This design comes from an exercise in tuning for small area and a short achievable clock period on the open sky130 flow, not from production work.
RTL that was checked went through simulation tests only; none was proved equivalent to the original.
Power is estimated from default activity; no workload was simulated.

## v9
==> flow/design.v <==
`timescale 1ns / 1ps
module Prefix #(parameter W = 8, parameter KIND = 0) (P, G, CO);
  input  [W-1:0] P, G;
  output [W-1:0] CO;
  reg [W-1:0] g, p;
  integer i, l;
  always @* begin
    g = G;
    p = P;
    if (KIND == 0) begin
      for (l = 0; (1 << l) < W; l = l + 1)
        for (i = (2 << l) - 1; i < W; i = i + (2 << l)) begin
          g[i] = g[i] | (p[i] & g[i - (1 << l)]);
          p[i] = p[i] & p[i - (1 << l)];
        end
      for (l = 15; l >= 0; l = l - 1)
        if ((2 << l) < W)
          for (i = 3 * (1 << l) - 1; i < W; i = i + (2 << l)) begin
            g[i] = g[i] | (p[i] & g[i - (1 << l)]);
            p[i] = p[i] & p[i - (1 << l)];
          end
    end else if (KIND == 1) begin
      for (l = 0; (1 << l) < W; l = l + 1)
        for (i = W - 1; i >= (1 << l); i = i - 1) begin
          g[i] = g[i] | (p[i] & g[i - (1 << l)]);
          p[i] = p[i] & p[i - (1 << l)];
        end
    end else if (KIND == 2) begin
      for (l = 0; (1 << l) < W; l = l + 1)
        for (i = 0; i < W; i = i + 1)
          if ((i >> l) & 1) begin
            g[i] = g[i] | (p[i] & g[((i >> l) << l) - 1]);
            p[i] = p[i] & p[((i >> l) << l) - 1];
          end
    end else begin
      for (i = 1; i < W; i = i + 1) begin
        g[i] = g[i] | (p[i] & g[i - 1]);
        p[i] = p[i] & p[i - 1];
      end
    end
  end
  assign CO = g;
endmodule
`timescale 1ns / 1ps
`timescale 1ns / 1ps
`timescale 1ns / 1ps
`timescale 1ns / 1ps
`timescale 1ns / 1ps
`timescale 1ns / 1ps
`timescale 1ns / 1ps
module Circuit4(Rst, clk, a, b, c, z, x);
  parameter KLT = 0;    
  parameter KSUM = 0;   
  input clk, Rst;
  input [63:0] a, b, c;
  output reg [31:0] z, x;
  wire [63:0] gab = a & b, pab = a ^ b;
  wire [63:0] gac = a & c, pac = a ^ c;
  wire [63:0] gbc = ~b & c, pbc = ~(b ^ c);    
  wire [31:0] gf = a[31:0] & ~b[31:0];         
  wire [31:0] pf = ~pab[31:0];
  wire [63:0] cab, cac, cbc;
  wire [32:0] sab, sac;
  wire [31:0] cf;
  Prefix #(.W(64), .KIND(KLT)) u_ab (.P(pab), .G(gab), .CO(cab));
  Prefix #(.W(64), .KIND(KLT)) u_ac (.P(pac), .G(gac), .CO(cac));
  Prefix #(.W(64), .KIND(KLT)) u_bc (.P(pbc), .G(gbc), .CO(cbc));
  Prefix #(.W(32), .KIND(KSUM)) u_f (.P(pf), .G({gf[31:1], gf[0] | pf[0]}), .CO(cf));
  wire [32:0] d = pab[32:0] ^ {cab[31:0], 1'b0};
  wire [32:0] e = pac[32:0] ^ {cac[31:0], 1'b0};
  wire [31:0] f = pf ^ {cf[30:0], 1'b1};
  wire dEQe = &pbc;
  wire dLTe = cab[63] ^ cac[63] ^ cbc[63];
  wire [32:0] g = dLTe ? d : e;
  wire [31:0] h = dEQe ? d[31:0] : f;
  reg [32:0] greg;
  reg [31:0] hreg;
  reg rstd;
  wire run = ~(Rst | rstd);
  wire xsh = run & dLTe, xkeep = run & ~dLTe;
  wire zsh = run & dEQe, zkeep = run & ~dEQe;
  always @(posedge clk) begin
    greg <= g;
    hreg <= h;
    rstd <= Rst;
    x <= ({32{xsh}} & {hreg[30:0], 1'b0}) | ({32{xkeep}} & hreg);
    z <= ({32{zsh}} & greg[32:1]) | ({32{zkeep}} & greg[31:0]);
  end
endmodule
export LEC_CHECK = 0
export CAP_MARGIN = 20
export CORE_MARGIN = 2
export CORE_UTILIZATION = 60
export SETUP_SLACK_MARGIN = 3.7
export SLEW_MARGIN = 20
export TNS_END_PERCENT = 0
create_clock -name core_clock -period 7.0 [get_ports {clk}]
standard.sh (not shown) runs the stock make flow with config.mk's settings and CLKGATE_MAP_FILE= SYNTH_SCRIPT=/design/flow/synth_recipe.tcl, a recipe that flattens the netlist after the stock synthesis.
==> flow/flow/run.sh <==
#!/bin/bash
# The standard ORFS layout (standard.sh), with:
#  - synthesis by flow/synth.tcl: the standard script with abc run on
#    flow/abc.script and no full/half-adder extraction;
#  - port buffers of sky130_fd_sc_hd__buf_1 (every input and output port
#    still gets its own buffer);
#  - clock tree synthesis without dummy loads.
# Each tool's full output is in orfs/logs/...; make's own output in make.log.
set -euo pipefail
here=$(pwd)
export MY_ABC_SCRIPT=$here/flow/abc.script
export MY_ABC_D=3000
export BUFFER_PORTS_ARGS="-buffer_cell sky130_fd_sc_hd__buf_1"
export CTS_ARGS="-sink_clustering_enable -repair_clock_nets -dont_use_dummy_load"
bash standard.sh SYNTH_SCRIPT=$here/flow/synth.tcl finish > make.log 2>&1
==> flow/flow/abc.script <==
strash
dch -f
map
topo
buffer -c
stime -c
upsize -c
dnsize -c
==> flow/flow/synth.tcl <==
# The standard synthesis script (synth_recipe.tcl), with two changes made
# by overriding Yosys commands before ORFS's synth.tcl runs:
#  - abc uses the mapping script flow/abc.script (the ORFS call and its
#    liberty, dont_use and constraint arguments are otherwise unchanged);
#  - extract_fa is skipped, so adders stay as plain gates for abc to map.
# Registers, their names and cell types are the same as the standard flow's.
proc synth {args} { yosys synth -nofsm -noshare {*}$args }
proc abc {args} {
  set i [lsearch -exact $args -script]
  lset args [expr {$i + 1}] $::env(MY_ABC_SCRIPT)
  set j [lsearch -exact $args -D]
  if { $j >= 0 } {
    lset args [expr {$j + 1}] $::env(MY_ABC_D)
  } else {
    lappend args -D $::env(MY_ABC_D)
  }
  yosys abc {*}$args
}
proc extract_fa {args} { puts "extract_fa skipped" }
source $::env(SCRIPTS_DIR)/synth.tcl
# left out here: clear keep_hierarchy, flatten, clean up, hide names made inside functions, write 1_2_yosys.v
v9 reached the end of the flow, and the finished layout is clean on the timing, DRC and antenna checks.
Inputs modified between v9 and v53:
# v9
export LEC_CHECK = 0
export CAP_MARGIN = 20
export CORE_MARGIN = 2
export CORE_UTILIZATION = 60
export SETUP_SLACK_MARGIN = 3.7
export SLEW_MARGIN = 20
export TNS_END_PERCENT = 0
create_clock -name core_clock -period 7.0 [get_ports {clk}]
# v53
export LEC_CHECK = 0
export CAP_MARGIN = 20
export CORE_MARGIN = 2
export CORE_UTILIZATION = 40
export SETUP_SLACK_MARGIN = 4.0
export SLEW_MARGIN = 20
export TNS_END_PERCENT = 0
create_clock -name core_clock -period 7.0 [get_ports {clk}]
Findings:
Row post-placement worst setup slack: v53 higher / v9 lower
From v9 to v53 the numbers moved as follows: number of nets in the finished design flat, number of global-route vias before repair has increased.
Inputs modified between v53 and v43:
# v53
export LEC_CHECK = 0
export CAP_MARGIN = 20
export CORE_MARGIN = 2
export CORE_UTILIZATION = 40
export SETUP_SLACK_MARGIN = 4.0
export SLEW_MARGIN = 20
export TNS_END_PERCENT = 0
create_clock -name core_clock -period 7.0 [get_ports {clk}]
# v43
export LEC_CHECK = 0
export CAP_MARGIN = 20
export CORE_MARGIN = 2
export CORE_UTILIZATION = 40
export SETUP_SLACK_MARGIN = 3.4
export SLEW_MARGIN = 20
export TNS_END_PERCENT = 0
create_clock -name core_clock -period 7.0 [get_ports {clk}]
### Flow results
- v43: share of final-layout standard cells stronger than drive strength 1 lower than v53
- For v53, the source of the critical timing path was a[15], unlike v43, where it was b[41].
- Combinational logic power (higher): v53
- Re final routed wirelength across all metal layers: v43 is 6.1% down on v53.
- Summary of v43 over v53: non-clock buffer count fell 13%; number of clock sinks seen by CTS about even; total power went down by 15%; number of buffers created by CTS decreased by 8 relative to the old numbers; instance area at placement essentially unchanged.
- Cmp v43 and v53 / clock skew / lower: v53
- v53 vs v43, highest metal layer with signal wires: met4 vs met5
Inputs modified between v43 and v12:
# v43
export LEC_CHECK = 0
export CAP_MARGIN = 20
export CORE_MARGIN = 2
export CORE_UTILIZATION = 40
export SETUP_SLACK_MARGIN = 3.4
export SLEW_MARGIN = 20
export TNS_END_PERCENT = 0
create_clock -name core_clock -period 7.0 [get_ports {clk}]
# v12
export LEC_CHECK = 0
export CAP_MARGIN = 20
export CORE_MARGIN = 2
export CORE_UTILIZATION = 40
export SETUP_SLACK_MARGIN = 3.7
export SLEW_MARGIN = 20
export TNS_END_PERCENT = 0
create_clock -name core_clock -period 7.0 [get_ports {clk}]
==> flow/flow/abc.script <==
strash
balance
rewrite
refactor
balance
rewrite -z
refactor -z
balance
dch -f
map -D 1000
topo
buffer -c
stime -c
upsize -c -D 1000
dnsize -c -D 1000
[summary]
v12 reached the final stage; the timing, DRC and antenna checks on its layout passed. Between v43 and v12, the flow reports count of filler cells inserted in the layout decreasing by a few percent. Between v43 and v12, relative contribution of combinational cells to total power decreased. For v12, the launch point of the worst path was b[18], unlike v43, where it was b[41]. Total length of routed wires ended up 4.0% lower on v12 than on v43.

Setup of v20:
Another version of the RTL of Circuit4 (not shown whole).
Size in the first run: ~130 flip-flops, about 260 I/O pins, roughly 12000 um2 of cells after synthesis.
Settings: LEC_CHECK=0, CAP_MARGIN=20, CORE_MARGIN=2, CORE_UTILIZATION=40, SLEW_MARGIN=20; clock period 7.0 ns.
run.sh (not shown) runs the stock make flow with config.mk's settings and CLKGATE_MAP_FILE= SYNTH_SCRIPT=/design/flow/synth_recipe.tcl, a recipe that flattens the netlist after the stock synthesis.
Stock flow here: none of the scripts above is used.
Every stage of the flow completed for v20, and the final layout passed the timing, DRC and antenna checks.
--- input diff v20..v11 ---
- setting ABC_AREA to 1 for the first time
==> flow/flow/run.sh (new file) <==
#!/bin/bash
# Standard ORFS layout (the standard.sh, unchanged synthesis), with:
#  - port buffers of sky130_fd_sc_hd__buf_1 instead of the default choice
#    (every input and output port still gets its own buffer);
#  - clock tree synthesis without dummy loads.
# Each tool's full output is in orfs/logs/...; make's own output in make.log.
set -euo pipefail
export BUFFER_PORTS_ARGS="-buffer_cell sky130_fd_sc_hd__buf_1"
export CTS_ARGS="-sink_clustering_enable -repair_clock_nets -dont_use_dummy_load"
bash standard.sh finish > make.log 2>&1
==> flow/standard.sh (new file) <==
#!/bin/bash
# synth_recipe.tcl (not shown) runs the flow's synth.tcl, then flattens the netlist and writes it again
# the make line also repeats each setting of config.mk as NAME=value (left out here)
make -C /OpenROAD-flow-scripts/flow DESIGN_CONFIG=/design/flow/config.mk WORK_HOME=/design/flow/orfs CLKGATE_MAP_FILE= SYNTH_SCRIPT=/design/flow/synth_recipe.tcl "${@:-finish}"
removed: flow/run.sh
## What came out
v11 finished end to end and its layout was clean on timing, DRC and antenna. Summary of v11 over v20: largest stage delay on the critical path has increased; post-route DRC violation count has remained practically unchanged; number of buffers between clock root and the deepest sink has increased; post-placement cell area has remained practically unchanged; clock skew has increased. Cell area after synthesis deteriorates in v11 relative to v20.

run 1:
Another version of the RTL of Circuit4 (not shown whole).
Size: roughly 1,900 cells after synthesis, ~130 flip-flops, ~260 I/O pins.
==> flow/config.mk <==
export PLATFORM = sky130hd
export DESIGN_NAME = Circuit4
export DESIGN_NICKNAME = Circuit4
export VERILOG_FILES = /design/flow/design.v
export SDC_FILE = /design/flow/constraint.sdc
export NUM_CORES = 4
export LEC_CHECK = 0
export CAP_MARGIN = 20
export CORE_MARGIN = 2
export CORE_UTILIZATION = 40
export SETUP_SLACK_MARGIN = 3.7
export SLEW_MARGIN = 20
export TNS_END_PERCENT = 0
==> flow/constraint.sdc <==
create_clock -name core_clock -period 7.0 [get_ports {clk}]
set_input_delay 1.4000 -clock core_clock [delete_from_list [all_inputs] [get_ports {clk}]]
set_output_delay 1.4000 -clock core_clock [all_outputs]
set_load 0.01 [all_outputs]
standard.sh (not shown) runs the stock make flow with config.mk's settings and CLKGATE_MAP_FILE= SYNTH_SCRIPT=/design/flow/synth_recipe.tcl, a recipe that flattens the netlist after the stock synthesis.
==> flow/flow/run.sh <==
#!/bin/bash
# The standard ORFS layout (standard.sh), with:
#  - synthesis by flow/synth.tcl: the standard script with abc run on
#    flow/abc.script and no full/half-adder extraction;
#  - port buffers of sky130_fd_sc_hd__buf_1 (every input and output port
#    still gets its own buffer);
#  - clock tree synthesis without dummy loads.
# Each tool's full output is in orfs/logs/...; make's own output in make.log.
set -euo pipefail
here=$(pwd)
export MY_ABC_SCRIPT=$here/flow/abc.script
export MY_ABC_D=3000
export BUFFER_PORTS_ARGS="-buffer_cell sky130_fd_sc_hd__buf_1"
export CTS_ARGS="-sink_clustering_enable -repair_clock_nets -dont_use_dummy_load"
bash standard.sh SYNTH_SCRIPT=$here/flow/synth.tcl finish > make.log 2>&1
==> flow/flow/abc.script <==
strash
dch -f
map
topo
buffer -c
stime -c
upsize -c
dnsize -c
Scripts as last shown in full above: flow/flow/synth.tcl
Changes in run 2 relative to run 1:
# run 1
export LEC_CHECK = 0
export CAP_MARGIN = 20
export CORE_MARGIN = 2
export CORE_UTILIZATION = 40
export SETUP_SLACK_MARGIN = 3.7
export SLEW_MARGIN = 20
export TNS_END_PERCENT = 0
create_clock -name core_clock -period 7.0 [get_ports {clk}]
# run 2
export LEC_CHECK = 0
export CAP_MARGIN = 20
export CORE_MARGIN = 2
export CORE_UTILIZATION = 40
export SLEW_MARGIN = 20
create_clock -name core_clock -period 7.0 [get_ports {clk}]
Run 2 against run 1; violation count after the first detailed-route iteration is down by more than 10%.
In run 2 relative to run 1, post-route total power had gone down by a few percent.
In the flow results for run 2 and run 1, the routed wire length is smaller on run 2.
z[30] as the worst setup path endpoint was reported by run 2, and x[31] by run 1.
Post-placement setup slack delta (run 2 − run 1): unfavourable
Run 2 — time the worst path needs with I/O delays and setup 1380 ps higher, run 1 as reference
Of the two candidates, run 1 has the better worst setup slack and run 2 the worse one.
### run 2 -> run 3
# run 2
export LEC_CHECK = 0
export CAP_MARGIN = 20
export CORE_MARGIN = 2
export CORE_UTILIZATION = 40
export SLEW_MARGIN = 20
create_clock -name core_clock -period 7.0 [get_ports {clk}]
# run 3
export LEC_CHECK = 0
export CAP_MARGIN = 20
export CORE_MARGIN = 2
export CORE_UTILIZATION = 40
export SETUP_SLACK_MARGIN = 3.4
export SLEW_MARGIN = 20
export TNS_END_PERCENT = 0
create_clock -name core_clock -period 7.0 [get_ports {clk}]
==> comparison <==
- Cell area power density shrinks slightly when moving from run 2 to run 3.
- Run 2 vs run 3, capture point of the worst path: z[30] vs z[16]
- Met2 wirelength from detailed routing (run 2 / run 3): 0.914
- Of run 2 and run 3, run 2 shows the lower routed via count, with run 3 above it.
- Between run 2 and run 3, the difference in clock-pin transition on the worst setup and hold timing paths is negligible.
- Comparing run 2 and run 3, post-route total power is lower on run 2.
- From run 2 to run 3 the numbers moved as follows: critical path depth moved down, maximum vdd drop increased 5.4%.
- Run 2 → run 3: overall track demand over capacity in global routing went up, design area shows an increase of 6.4%, growth of design area from synthesis to finish increased 7.4 points.
Modified inputs, run 4 compared to run 3
# run 3
export LEC_CHECK = 0
export CAP_MARGIN = 20
export CORE_MARGIN = 2
export CORE_UTILIZATION = 40
export SETUP_SLACK_MARGIN = 3.4
export SLEW_MARGIN = 20
export TNS_END_PERCENT = 0
create_clock -name core_clock -period 7.0 [get_ports {clk}]
# run 4
export LEC_CHECK = 0
export CAP_MARGIN = 20
export CORE_MARGIN = 2
export CORE_UTILIZATION = 40
export SETUP_SLACK_MARGIN = 2.5
export SLEW_MARGIN = 20
create_clock -name core_clock -period 7.0 [get_ports {clk}]
--- outcome ---
Compared with run 3, in run 4 time the worst path needs with I/O delays and setup went up 590 ps, total length of routed wires moved down, internal power of the cells now smaller. Biggest cell delay along the critical path for run 4: 480 ps up relative to run 3. On run 4: first-pass GRT wire length is 2100 um lower than what run 3 gave. Cell count: run 4 lower than run 3. Compared with run 3, in run 4 clock network power share went up by 1.0 points; total power draw went down by 3.9%; non-clock buffer count went down by 27.
For run 5, these inputs were changed with respect to run 4:
# run 4
export LEC_CHECK = 0
export CAP_MARGIN = 20
export CORE_MARGIN = 2
export CORE_UTILIZATION = 40
export SETUP_SLACK_MARGIN = 2.5
export SLEW_MARGIN = 20
create_clock -name core_clock -period 7.0 [get_ports {clk}]
# run 5
export LEC_CHECK = 0
export CAP_MARGIN = 20
export CORE_MARGIN = 2
export CORE_UTILIZATION = 40
export SETUP_SLACK_MARGIN = 3.4
export SLEW_MARGIN = 20
export TNS_END_PERCENT = 0
create_clock -name core_clock -period 7.0 [get_ports {clk}]
diff --git a/flow/flow/run.sh b/flow/flow/run.sh
--- a/flow/flow/run.sh
+++ b/flow/flow/run.sh
@@ -13,3 +13,3 @@
 export BUFFER_PORTS_ARGS="-buffer_cell sky130_fd_sc_hd__buf_1"
-export CTS_ARGS="-sink_clustering_enable -repair_clock_nets -dont_use_dummy_load"
+export CTS_ARGS="-sink_clustering_enable -repair_clock_nets -dont_use_dummy_load -sink_clustering_size 30 -sink_clustering_max_diameter 120 -buf_list {sky130_fd_sc_hd__clkbuf_4 sky130_fd_sc_hd__clkbuf_8}"
 bash standard.sh SYNTH_SCRIPT=$here/flow/synth.tcl finish > make.log 2>&1
- Min post-route worst setup slack across run 4 and run 5: run 4
- Run 5 and run 4 ended up with roughly the same detailed-route DRC error count.
- Portion of the layout cell area used by clock cells (lower): run 5
- Run 5 reports its capture point of the worst path as hreg[31] while run 4 reports greg[16].
- Note that the number of signal-net buffers in the layout recorded for run 4 amounts to 0.920 times the value seen in run 5.
- NOTE first-pass GRT wire length run 4->run 5 increased by a few percent
Function was not checked in any run of this note: the RTL went through the layout flow alone.

==> afterwards: timing with drivers on the ports <==
The flow's constraints put no driver on any port. The routed layouts listed below were extracted and timed again, unchanged, in two steps.
Step 1 (the two cells are an assumption about what drives the block):
set clk [get_ports {clk}]
set_driving_cell -lib_cell sky130_fd_sc_hd__clkbuf_16 $clk
set_driving_cell -lib_cell sky130_fd_sc_hd__buf_2 [delete_from_list [all_inputs] $clk]
Step 2 times the ports against the registers' clock, not the clock port: input delays grow and output delays shrink by t, the midpoint of the rising clock arrivals with the driver on.
Slacks: ideal ports / drivers / drivers and shift; pairs: ideal ports / drivers.
run	t (ns)	setup slack, ns	slew at the worst register clock pin (ns)
v9	0.446	3.447 / 3.464 / 3.018	0.06 / 0.06
v53	0.493	3.639 / 3.627 / 3.133	0.05 / 0.05
v43	0.436	3.428 / 3.428 / 2.992	0.06 / 0.06
v12	0.448	3.417 / 3.421 / 2.973	0.06 / 0.06
v20	0.453	1.500 / 1.519 / 1.066	0.06 / 0.06
v11	0.480	2.533 / 2.551 / 2.071	0.05 / 0.05
run 1	0.444	3.583 / 3.602 / 3.158	0.06 / 0.06
run 2	0.429	2.200 / 2.208 / 1.779	0.06 / 0.06
run 3	0.436	3.428 / 3.428 / 2.992	0.06 / 0.06
run 4	0.429	2.841 / 2.849 / 2.420	0.06 / 0.06
run 5	0.447	3.381 / 3.384 / 2.937	0.09 / 0.09
After both steps every run listed still meets setup and hold. For v53, which loses most, drivers alone change the setup slack by -0.012 ns; drivers and shift together by -0.506 ns.
